What follows belongs to an exercise in optimizing a design on an open flow for small area, a short achievable clock period and few clock cycles per item; a production flow would make more cautious choices. In this exercise RTL edits were held to simulation tests only and were not proved equivalent to the original.

$ cat design.v
module INV_IP #(parameter IP_WIDTH = 6) (
    IN_1, IN_2,
    OUT_INV
);
	input  [IP_WIDTH-1:0] IN_1, IN_2;
	output reg [IP_WIDTH-1:0] OUT_INV;
		parameter LAYERS = (IP_WIDTH==7)? 9 : IP_WIDTH+1;
		parameter Q_LEN = IP_WIDTH-1;
		parameter T_LEN = IP_WIDTH;
		parameter NT_LEN = IP_WIDTH;
		parameter R_LEN = IP_WIDTH;
		parameter NR_LEN = IP_WIDTH-1;
	reg [IP_WIDTH-1 : 0] in_a, in_n;
	always@(*)begin
		if(IN_2 > IN_1)begin
			in_a = IN_1;
			in_n = IN_2;
		end else begin
			in_a = IN_2;
			in_n = IN_1;
		end
	end
	genvar layer_idx;
	genvar layer_idx2;
	generate
	if(IP_WIDTH == 6)begin:ii
			for(layer_idx = 1; layer_idx <= LAYERS-1; layer_idx = layer_idx+1)begin:gen_layer
				if(layer_idx == 1)begin:if_1
					wire [5-1 : 0] 			quotient;  
					wire 					t;
					wire signed [6-1 : 0] 	new_t;  
					wire [6-1 : 0] 			r;  
					wire [5-1 : 0]			new_r;  
					assign quotient = in_n / in_a;
					assign new_t = $signed({1'b0,quotient}) * -1;
					assign t = 1;
					assign new_r = in_n - quotient*in_a;
					assign r = in_a;
				end
				if(layer_idx == 2)begin:if_2
					wire 					l_t = ii.gen_layer[layer_idx-1].if_1.t;
					wire signed [6-1 : 0] 	l_new_t = ii.gen_layer[layer_idx-1].if_1.new_t;
					wire [6-1 : 0] 			l_r = ii.gen_layer[layer_idx-1].if_1.r;
					wire [5-1 : 0]			l_new_r = ii.gen_layer[layer_idx-1].if_1.new_r;
					wire [5-1 : 0] 			quotient;  
					wire signed [6-1 : 0] 	t;  
					wire [5-1 : 0] 			new_t;  
					wire [5-1 : 0] 			r;  
					wire [5-1 : 0] 			new_r;  
					assign quotient = l_r/l_new_r;
					assign new_t = $signed({1'd0, l_t}) -  $signed({1'b0, quotient}) * l_new_t;
					assign t = (l_new_r == 0)? {5'b0, l_t} : l_new_t;
					assign new_r = (l_new_r == 0)? l_new_r : ($signed({1'b0, l_r}) - $signed({1'b0, quotient}) * $signed({1'b0, l_new_r}));
					assign r = l_new_r;
				end
				if(layer_idx == 3)begin:if_3
					wire signed [6-1 : 0]	l_t = ii.gen_layer[layer_idx-1].if_2.t;
					wire [5-1 : 0] 			l_new_t = ii.gen_layer[layer_idx-1].if_2.new_t;
					wire [5-1 : 0] 			l_r = ii.gen_layer[layer_idx-1].if_2.r;
					wire [5-1 : 0]			l_new_r = ii.gen_layer[layer_idx-1].if_2.new_r;
					wire [4-1 : 0] 			quotient;  
					wire signed [6-1 : 0] 	t;  
					wire signed [6-1 : 0] 	new_t;  
					wire [5-1 : 0] 			r;  
					wire [4-1 : 0] 			new_r;  
					assign quotient = l_r/l_new_r;
					assign new_t = l_t - $signed({1'b0, quotient}) * $signed({1'b0,l_new_t});
					assign t = (l_new_r == 0)? l_t : {1'b0, l_new_t};
					assign new_r = (l_new_r == 0)? l_new_r : ($signed({1'b0, l_r}) - $signed({1'b0, quotient}) * $signed({1'b0, l_new_r}));
					assign r = l_new_r;
				end
				if(layer_idx == 4)begin:if_4
					wire signed [6-1 : 0]	l_t = ii.gen_layer[layer_idx-1].if_3.t;
					wire signed [6-1 : 0] 	l_new_t = ii.gen_layer[layer_idx-1].if_3.new_t;
					wire [5-1 : 0] 			l_r = ii.gen_layer[layer_idx-1].if_3.r;
					wire [5-1 : 0]			l_new_r = ii.gen_layer[layer_idx-1].if_3.new_r;
					wire [4-1 : 0] quotient;  
					wire signed [6-1 : 0] t;  
					wire [5-1 : 0] new_t;  
					wire [4-1 : 0] r;  
					wire [3-1 : 0] new_r;  
					assign quotient = l_r/l_new_r;
					assign new_t = l_t - $signed({1'b0, quotient}) * l_new_t;
					assign t = (l_new_r == 0)? l_t : l_new_t;
					assign new_r = (l_new_r == 0)? l_new_r : ($signed({1'b0, l_r}) - $signed({1'b0, quotient}) * $signed({1'b0, l_new_r}));
					assign r = l_new_r;
				end
				if(layer_idx == 5)begin:if_5
					wire signed [6-1 : 0]	l_t = ii.gen_layer[layer_idx-1].if_4.t;
					wire [5-1 : 0] 			l_new_t = ii.gen_layer[layer_idx-1].if_4.new_t;
					wire [4-1 : 0] 			l_r = ii.gen_layer[layer_idx-1].if_4.r;
					wire [3-1 : 0]			l_new_r = ii.gen_layer[layer_idx-1].if_4.new_r;
					wire [3-1 : 0] quotient;  
					wire signed [6-1 : 0] t;  
					wire signed [6-1 : 0] new_t;  
					wire [3-1 : 0] r;  
					wire [2-1 : 0] new_r;  
					assign quotient = l_r/l_new_r;
					assign new_t = l_t - $signed({1'b0, quotient}) * $signed({1'b0, l_new_t});
					assign t = (l_new_r == 0)? l_t : {1'b0,l_new_t};
					assign new_r = (l_new_r == 0)? l_new_r : ($signed({1'b0, l_r}) - $signed({1'b0, quotient}) * $signed({1'b0, l_new_r}));
					assign r = l_new_r;
				end
				if(layer_idx == 6)begin:if_6
					wire signed [6-1 : 0]	l_t = ii.gen_layer[layer_idx-1].if_5.t;
					wire signed [6-1 : 0] 	l_new_t = ii.gen_layer[layer_idx-1].if_5.new_t;
					wire [3-1 : 0] 			l_r = ii.gen_layer[layer_idx-1].if_5.r;
					wire [2-1 : 0]			l_new_r = ii.gen_layer[layer_idx-1].if_5.new_r;
					wire [2-1 : 0]quotient;  
					wire signed [6-1 : 0] t;  
					wire [5-1 : 0] new_t;  
					wire [2-1 : 0] r;  
					wire new_r;
					assign quotient = l_r/l_new_r;
					assign new_t = l_t - $signed({1'b0, quotient}) * $signed({1'b0, l_new_t});
					assign t = (l_new_r == 0)? l_t : l_new_t;
					assign new_r = (l_new_r == 0)? l_new_r : ($signed({1'b0, l_r}) - $signed({1'b0, quotient}) * $signed({1'b0, l_new_r}));
				end
			end
			wire signed [6-1 : 0] last_t = (ii.gen_layer[LAYERS-1].if_6.new_r == 0)? ii.gen_layer[LAYERS-1].if_6.t : {1'b0, ii.gen_layer[LAYERS-1].if_6.new_t}; 
			always @(*)begin
				if(in_a == 1)begin
					OUT_INV = 1;
				end
				else if(last_t < 0)begin
					OUT_INV = last_t + $signed({1'b0,in_n});
				end else begin
					OUT_INV = last_t;
				end
			end
	end 
	if (IP_WIDTH == 5 || IP_WIDTH == 7)begin:im
			for(layer_idx = 1; layer_idx <= LAYERS-1; layer_idx = layer_idx+1)begin:gen_layer
				wire [Q_LEN-1 : 0] quotient;
				wire signed [T_LEN-1 : 0] t;
				wire signed [NT_LEN-1 :0] new_t;
				wire [R_LEN-1 : 0] r;
				wire [NR_LEN-1 :0] new_r; 
				if(layer_idx == 1)begin
					assign quotient = in_n / in_a;
					assign new_t = $signed({1'b0, quotient})* -1;
					assign t = 1;
					assign new_r = $signed({1'b0, in_n}) - $signed({1'b0, quotient}) * $signed({1'b0, in_a});	
					assign r = in_a; 
				end else begin
					wire signed [T_LEN-1 : 0] l_t = im.gen_layer[layer_idx-1].t;
					wire signed [NT_LEN-1 :0] l_new_t = im.gen_layer[layer_idx-1].new_t;
					wire [R_LEN-1 : 0] l_r = im.gen_layer[layer_idx-1].r;
					wire [NR_LEN-1 :0] l_new_r = im.gen_layer[layer_idx-1].new_r; 
					assign quotient = l_r / l_new_r;				
					assign new_t = l_t - $signed({1'b0, quotient}) * l_new_t;
					assign t = (l_new_r == 0)? l_t : l_new_t;
					assign new_r = (l_new_r == 0)? l_new_r : $signed({1'b0, l_r}) - $signed({1'b0, quotient}) * $signed({1'b0, l_new_r});
					assign r = l_new_r;
				end 
		end
		wire signed [T_LEN-1 : 0] last_t = (im.gen_layer[LAYERS-1].new_r == 0)? im.gen_layer[LAYERS-1].t : im.gen_layer[LAYERS-1].new_t; 
		always @(*)begin
			if(in_a == 1)begin
				OUT_INV = 1;
			end
			else if(last_t < 0)begin
				OUT_INV = last_t + $signed({1'b0,in_n});
			end else begin
				OUT_INV = last_t;
			end
		end
	end
	endgenerate
endmodule
module EC_TOP(
    clk, rst_n, in_valid,
    in_Px, in_Py, in_Qx, in_Qy, in_prime, in_a,
    out_valid, out_Rx, out_Ry
);
	input clk, rst_n, in_valid;
	input [6-1:0] in_Px, in_Py, in_Qx, in_Qy, in_prime, in_a;
	output reg out_valid;
	output reg [6-1:0] out_Rx, out_Ry;
	reg [6-1 : 0] px, py;	
	reg [6-1 : 0] qx, qy;	
	reg [6-1 : 0] prime, a;	
	reg [6-1 : 0] s_down;
	reg [8-1 : 0] s_up; 
	wire [6-1 : 0] inv0_out;
	INV_IP #(.IP_WIDTH(6)) inv0 (.IN_1(s_down), .IN_2(prime), .OUT_INV(inv0_out));
	reg [8-1 : 0] Cmult_0;
	reg [6-1 : 0] Cmult_1;
	wire [14-1 : 0] Cmult_out;
	assign Cmult_out = Cmult_0 * Cmult_1;
	reg [14-1 : 0] Cas_add0;  
	reg [7-1 : 0] Cas_add1;
	reg [6-1 : 0] Cas_sub0;
	reg [6-1 : 0] Cas_sub1;
	wire [6-1 : 0] C_out;
	assign C_out = (Cas_add0 + Cas_add1 - Cas_sub0 - Cas_sub1) % prime;
	localparam S_INIT = 'd0;
	localparam S_DOWN = 'd1;
	localparam S_EEA  = 'd2;
	localparam S_ADJ  = 'd3;
	localparam S_P1   = 'd4;
	localparam S_P2   = 'd5;
	localparam S_OUTPUT = 'd6;
	reg [2 : 0] current_state, next_state;
	always@(posedge clk or negedge rst_n)begin
		if(!rst_n) current_state <= S_INIT;
		else current_state <= next_state;
	end
	always@(*)begin
		case(current_state)
			S_INIT: next_state = (in_valid)? S_DOWN : S_INIT;
			S_DOWN: next_state = S_EEA;
			S_EEA:  next_state = S_ADJ; 
			S_ADJ:  next_state = S_P1; 
			S_P1: next_state = S_P2;
			S_P2: next_state = S_OUTPUT;
			S_OUTPUT: next_state = S_INIT;
			default: next_state = S_INIT;
		endcase	
	end
	always@(posedge clk or negedge rst_n)begin
		if(!rst_n)begin
			px <= 0;
			py <= 0;
			qx <= 0;
			qy <= 0;
			prime <= 0;
			a <= 0;
		end else if(current_state == S_INIT && in_valid)begin
			px <= in_Px;
			py <= in_Py;
			qx <= in_Qx;
			qy <= in_Qy;
			prime <= in_prime;
			a <= in_a;
		end
	end
	always@(*)begin
		case(current_state)
			S_DOWN: begin
					Cmult_0 = px;
					Cmult_1 = 3;
				end
			S_EEA:  begin
					Cmult_0 = s_up;
					Cmult_1 = px;
				end
			S_ADJ:  begin
					Cmult_0 = s_up;
					Cmult_1 = s_down;
				end
			S_P1 :  begin
					Cmult_0 = s_down;
					Cmult_1 = s_down;
				end
			S_P2 :  begin
					Cmult_0 = (px > s_up[5:0])? (px - s_up[5:0]) : ((px + prime) - s_up[5:0]);
					Cmult_1 = s_down;
				end
			default:begin
					Cmult_0 = 0;
					Cmult_1 = 0;
				end
		endcase
	end
	always@(*)begin
		case(current_state)
		S_DOWN: begin
					if((px == qx) && (py == qy))begin
						Cas_add0 = {7'd0, py, 1'd0};
						Cas_add1 = 0;
						Cas_sub0 = 0;
						Cas_sub1 = 0;
					end else begin
						Cas_add0 = qx;
						Cas_add1 = prime;
						Cas_sub0 = px;
						Cas_sub1 = 0;
					end
				end
		S_EEA:  begin
					if((px == qx) && (py == qy))begin
						Cas_add0 = Cmult_out;
						Cas_add1 = a;
						Cas_sub0 = 0;
						Cas_sub1 = 0;
					end else begin
						Cas_add0 = qy;
						Cas_add1 = prime;
						Cas_sub0 = py;
						Cas_sub1 = 0;
					end
				end
		S_ADJ:  begin
					Cas_add0 = Cmult_out;
					Cas_add1 = 0;  
					Cas_sub0 = 0;
					Cas_sub1 = 0;
				end
		S_P1 :  begin
					Cas_add0 = Cmult_out;
					Cas_add1 = {prime,1'd0};
					Cas_sub0 = px;
					Cas_sub1 = qx;
				end
		S_P2 :  begin
					Cas_add0 = Cmult_out;
					Cas_add1 = prime;
					Cas_sub0 = py;
					Cas_sub1 = 0;
				end
		default:begin
				Cas_add0 = 0;
				Cas_add1 = 0;
				Cas_sub0 = 0;
				Cas_sub1 = 0;
			end
		endcase
	end	
	always@(posedge clk or negedge rst_n)begin
		if(!rst_n) s_up <= 0;
		else begin
			case (current_state)
				S_DOWN: s_up <= Cmult_out;
				S_EEA:  s_up <= C_out;
				S_P1:	s_up <= C_out;
			endcase
		end
	end
	always@(posedge clk or negedge rst_n)begin
		if(!rst_n) s_down <= 0;
		else begin
			case(current_state)
				S_DOWN: s_down <= C_out;
				S_EEA: s_down <= inv0_out;
				S_ADJ: s_down <= C_out;
			endcase
		end
	end
	always@(posedge clk or negedge rst_n)begin
		if(!rst_n)begin
			out_valid <= 0;
			out_Rx <= 0;
			out_Ry <= 0;
		end else if(current_state == S_P2)begin
			out_valid <= 1;
			out_Rx <= s_up[5:0];
			out_Ry <= C_out;
		end else begin
			out_valid <= 0;
			out_Rx <= 0;
			out_Ry <= 0;
		end
	end
endmodule
$ cat run.sh
#!/bin/bash
# synth_recipe.tcl (not shown) runs the flow's synth.tcl, then flattens the netlist and writes it again
# the make line also repeats each setting of config.mk as NAME=value (left out here)
make -C /OpenROAD-flow-scripts/flow DESIGN_CONFIG=/design/flow/config.mk WORK_HOME=/design/flow/orfs CLKGATE_MAP_FILE= SYNTH_SCRIPT=/design/flow/synth_recipe.tcl finish
$ cat config.mk
export PLATFORM = sky130hd
export DESIGN_NAME = EC_TOP
export DESIGN_NICKNAME = EC_TOP
export VERILOG_FILES = /design/flow/design.v
export SDC_FILE = /design/flow/constraint.sdc
export NUM_CORES = 4
export LEC_CHECK = 0
export CAP_MARGIN = 20
export CORE_MARGIN = 2
export CORE_UTILIZATION = 40
export SLEW_MARGIN = 20
$ cat constraint.sdc
create_clock -name core_clock -period 44.0 [get_ports {clk}]
set_input_delay 8.8000 -clock core_clock [delete_from_list [all_inputs] [get_ports {clk}]]
set_output_delay 8.8000 -clock core_clock [all_outputs]
set_load 0.01 [all_outputs]
==> run notes <==
-- cell usage after synthesis, types with 50 or more instances --
cell type    n  area, um2
ha_1       266       3330
nor2_1     249        935
nand2_1    240        901
inv_1      225        845
a21oi_1    140        701
o21ai_0    129        646
xnor2_1    127       1110
nor3_1      84        420
fa_1        83       1660
a21o_1      66        495
dfrtp_1     66       1650
o21a_1      60        450
mux2_2      52        586
mux2i_1     50        500
-- state kept, by name, indices dropped and copies added (netlist names) --
name and flops:
out_valid 1, current_state 3, py 6, px 6, out_Rx 6, qy 6
out_Ry 6, prime 6, s_down 6, s_up 8, a 6, qx 6
-- per-layer routing --
metal,track usage (%),up-vias
li1,-,9121
met1,33.0,9055
met2,37.7,595
met3,2.79,111
met4,5.72,0
met5,0,-
-- path summary, 6_finish.rpt --
path,startpoint,slack [ns],end
setup / recovery,s_down[1]$_DFFE_PN0P_,1.68,s_down[5]$_DFFE_PN0P_
hold / removal,s_up[6]$_DFFE_PN0P_,0.51,s_up[6]$_DFFE_PN0P_
setup reg to reg,s_down[1]$_DFFE_PN0P_,1.68,s_down[5]$_DFFE_PN0P_
hold reg to reg,s_up[6]$_DFFE_PN0P_,0.51,s_up[6]$_DFFE_PN0P_
max in group asynchronous,rst_n,34.76,prime[0]$_DFFE_PN0P_
min in group asynchronous,rst_n,8.65,out_Ry[5]$_DFF_PN0_
-- what timing repair did --
| item | 4_1_cts | 5_1_grt |
|---|---|---|
| gates cloned | 0 | 0 |
| pin swaps | 17 | 133 |
| hold endpoints to repair | 0 | 0 |
| setup endpoints to repair | 6 | 6 |
| gates resized for setup | 43 | 151 |
| buffers inserted | 18 | 53 |
-- through the flow --
step | cell area (um2) | hold slack (ns) | util, % | TNS, ns
finish | 22500 | 0.510 | 48.3 | 0
global route | 22500 | 0.535 | 48.3 | -1.53
CTS | 21300 | 0.504 | 45.8 | 0
detailed placement | 20800 | 0.488 | 44.6 | -7.14
global placement | 20800 | 0.490 | 44.6 | -0.539
floorplan | 19000 | 0.466 | - | 0
-- cell type report --
type / instances / area (um2)
Tap cell: 607 / 759
Inverter: 228 / 862
Multi-Input combinational cell: 2109 / 17100
Fill cell: 4570 / 24100
Clock inverter: 7 / 53.8
Timing Repair Buffer: 216 / 1780
Clock buffer: 9 / 225
Sequential cell: 66 / 1650
-- critical path, delay by kind of cell (launching register included) --
| family | cells | cell delay [ns] |
|---|---|---|
| adder cells (fa/ha/maj) | 39 | 11.95 |
| buffers and inverters | 14 | 1.32 |
| multiplexers | 7 | 1.40 |
| AO/OA/AOI/OAI | 92 | 15.73 |
| flip-flops | 1 | 0.39 |
| AND/OR/NAND/NOR | 57 | 8.39 |
| XOR/XNOR | 19 | 2.93 |
-- cell families after synthesis --
group / count (synthesis) / share of synthesized area [%]
and+or+nand+nor: 817 / 20.4
buffers and inverters: 286 / 5.79
adders and majority gates: 349 / 26.4
muxes: 105 / 6.01
DFF: 66 / 8.75
xor gates and xnor gates: 179 / 8.52
AOI/OAI and AO/OA: 659 / 24.1
==> flow_summary.json <==
{
  "slew_viol_final": 0,
  "synthFlopType": "dfrtp_1",
  "drc": 0,
  "ys_ff_latch": 66,
  "finalCriticalPeriod_ns": 42.32,
  "gp_congestion": 0.952,
  "highest_layer": "met4",
  "cts_tree": "built",
  "syn_area_per_cell_um2": 7.67,
  "drive_gt1_share_pct": 17.1,
  "hold_path.class": "register to register",
  "final_cell_mix": "ha_1, nor2_1, nand2_1",
  "antenna_found_initial": 0,
  "n_antenna_cell": 0,
  "finalNetCount": 3018,
  "ys_warn_count": 2,
  "grt_pass1_wl_um": 94500,
  "port_buffers": 51,
  "rows": 79,
  "placed_cells": 3155,
  "grt.overflow.total": 0,
  "finalWorstSetupSlack_ns": 1.68,
  "wl_per_cell_um": 18.6,
  "yosysSeqAreaShare_pct": 8.75,
  "track_usage_pct": 23.3,
  "drtIter0Drc": 1389,
  "worstSkewPairLatency_ns": 0.34,
  "dpl_worst_slack_ns": -1.63,
  "max_stage_delay_ns": 0.67,
  "slew_headroom_pct": 21.0,
  "cp.arrival_ns": 42.55,
  "synth_cells": 2461,
  "cts_buffer_depth": 2,
  "root_buffer": "clkbuf_16",
  "yosysUniqueCellTypes": 108,
  "die_x_um": 221,
  "slowest_stage": "or4b_2",
  "start_util_pct": 40.5,
  "met2_length_um": 27400,
  "io_pins": 52,
  "core_region_area_um2": 46600,
  "cts-buffers-inserted": 9,
  "status": "no timing/DRC/antenna violations",
  "hold_viol_final": 0,
  "final_common_cell": "ha_1",
  "skew_ns": 0.0115,
  "fin_crit_sh_pct": 96.2,
  "synthesis.area_um2": 18900,
  "syn_to_final_growth_pct": 19.1,
  "ant_nets": 0,
  "grt_max_degree": 67,
  "cp_common_cell": "ha_1",
  "synth_edf_count": 0,
  "m1WireLength_um": 27800,
  "clkTransAtPathRegs_ns": 0.07,
  "dieArea_um2": 48900,
  "crit_type": "register to register",
  "crit_required_ns": 44.23,
  "setup_viol": 0,
  "num_vias": 18882,
  "hold_buffers": 0,
  "first_pass_iters": 6,
  "worst_pin_slew_ns": 1.18,
  "max_freq_ghz": 0.0236,
  "async_flop_share_pct": 100,
  "wl_met3_um": 3620,
  "worst_hold_path.num_cells": 1,
  "synth_nets": 2849,
  "final_cells": 3242,
  "cp_max_fo": 8,
  "htree_num_levels": 3,
  "drv_cap": 0,
  "wl_um": 60300,
  "endpoint_kind": "register",
  "cts.sinks": 66,
  "worstSetupStartpointType": "register",
  "place_hpwl_um": 48100,
  "via_per_inst": 5.82,
  "grt_pass1_vias": 17895,
  "die_y_um": 221,
  "r2r_cells": 228
}
Testbench counts, summed over its fixed seeds: cycles 111,992, items 16,000.

## port drivers added, routing unchanged
The flow's constraints put no driver on any port. The routed layout listed below was extracted and timed again, unchanged, in two steps. Step 1, drivers: a clkbuf_16 drives clk and a buf_2 each remaining input, both assumed. Step 2 also shifts input and output timing later by t, the mid clock arrival at the registers, as if the neighbouring blocks saw the same clock. Three values: no drivers, after step 1, after step 2; two values: the first two.
t, ns: 0.369
slack for setup (ns): 1.680 / 1.680 / 1.680
worst register clock-pin slew, ns: 0.07 / 0.07
After both steps setup and hold are still met in this run. For this run, drivers alone change the setup slack by 0.000 ns; drivers and shift together by 0.000 ns.
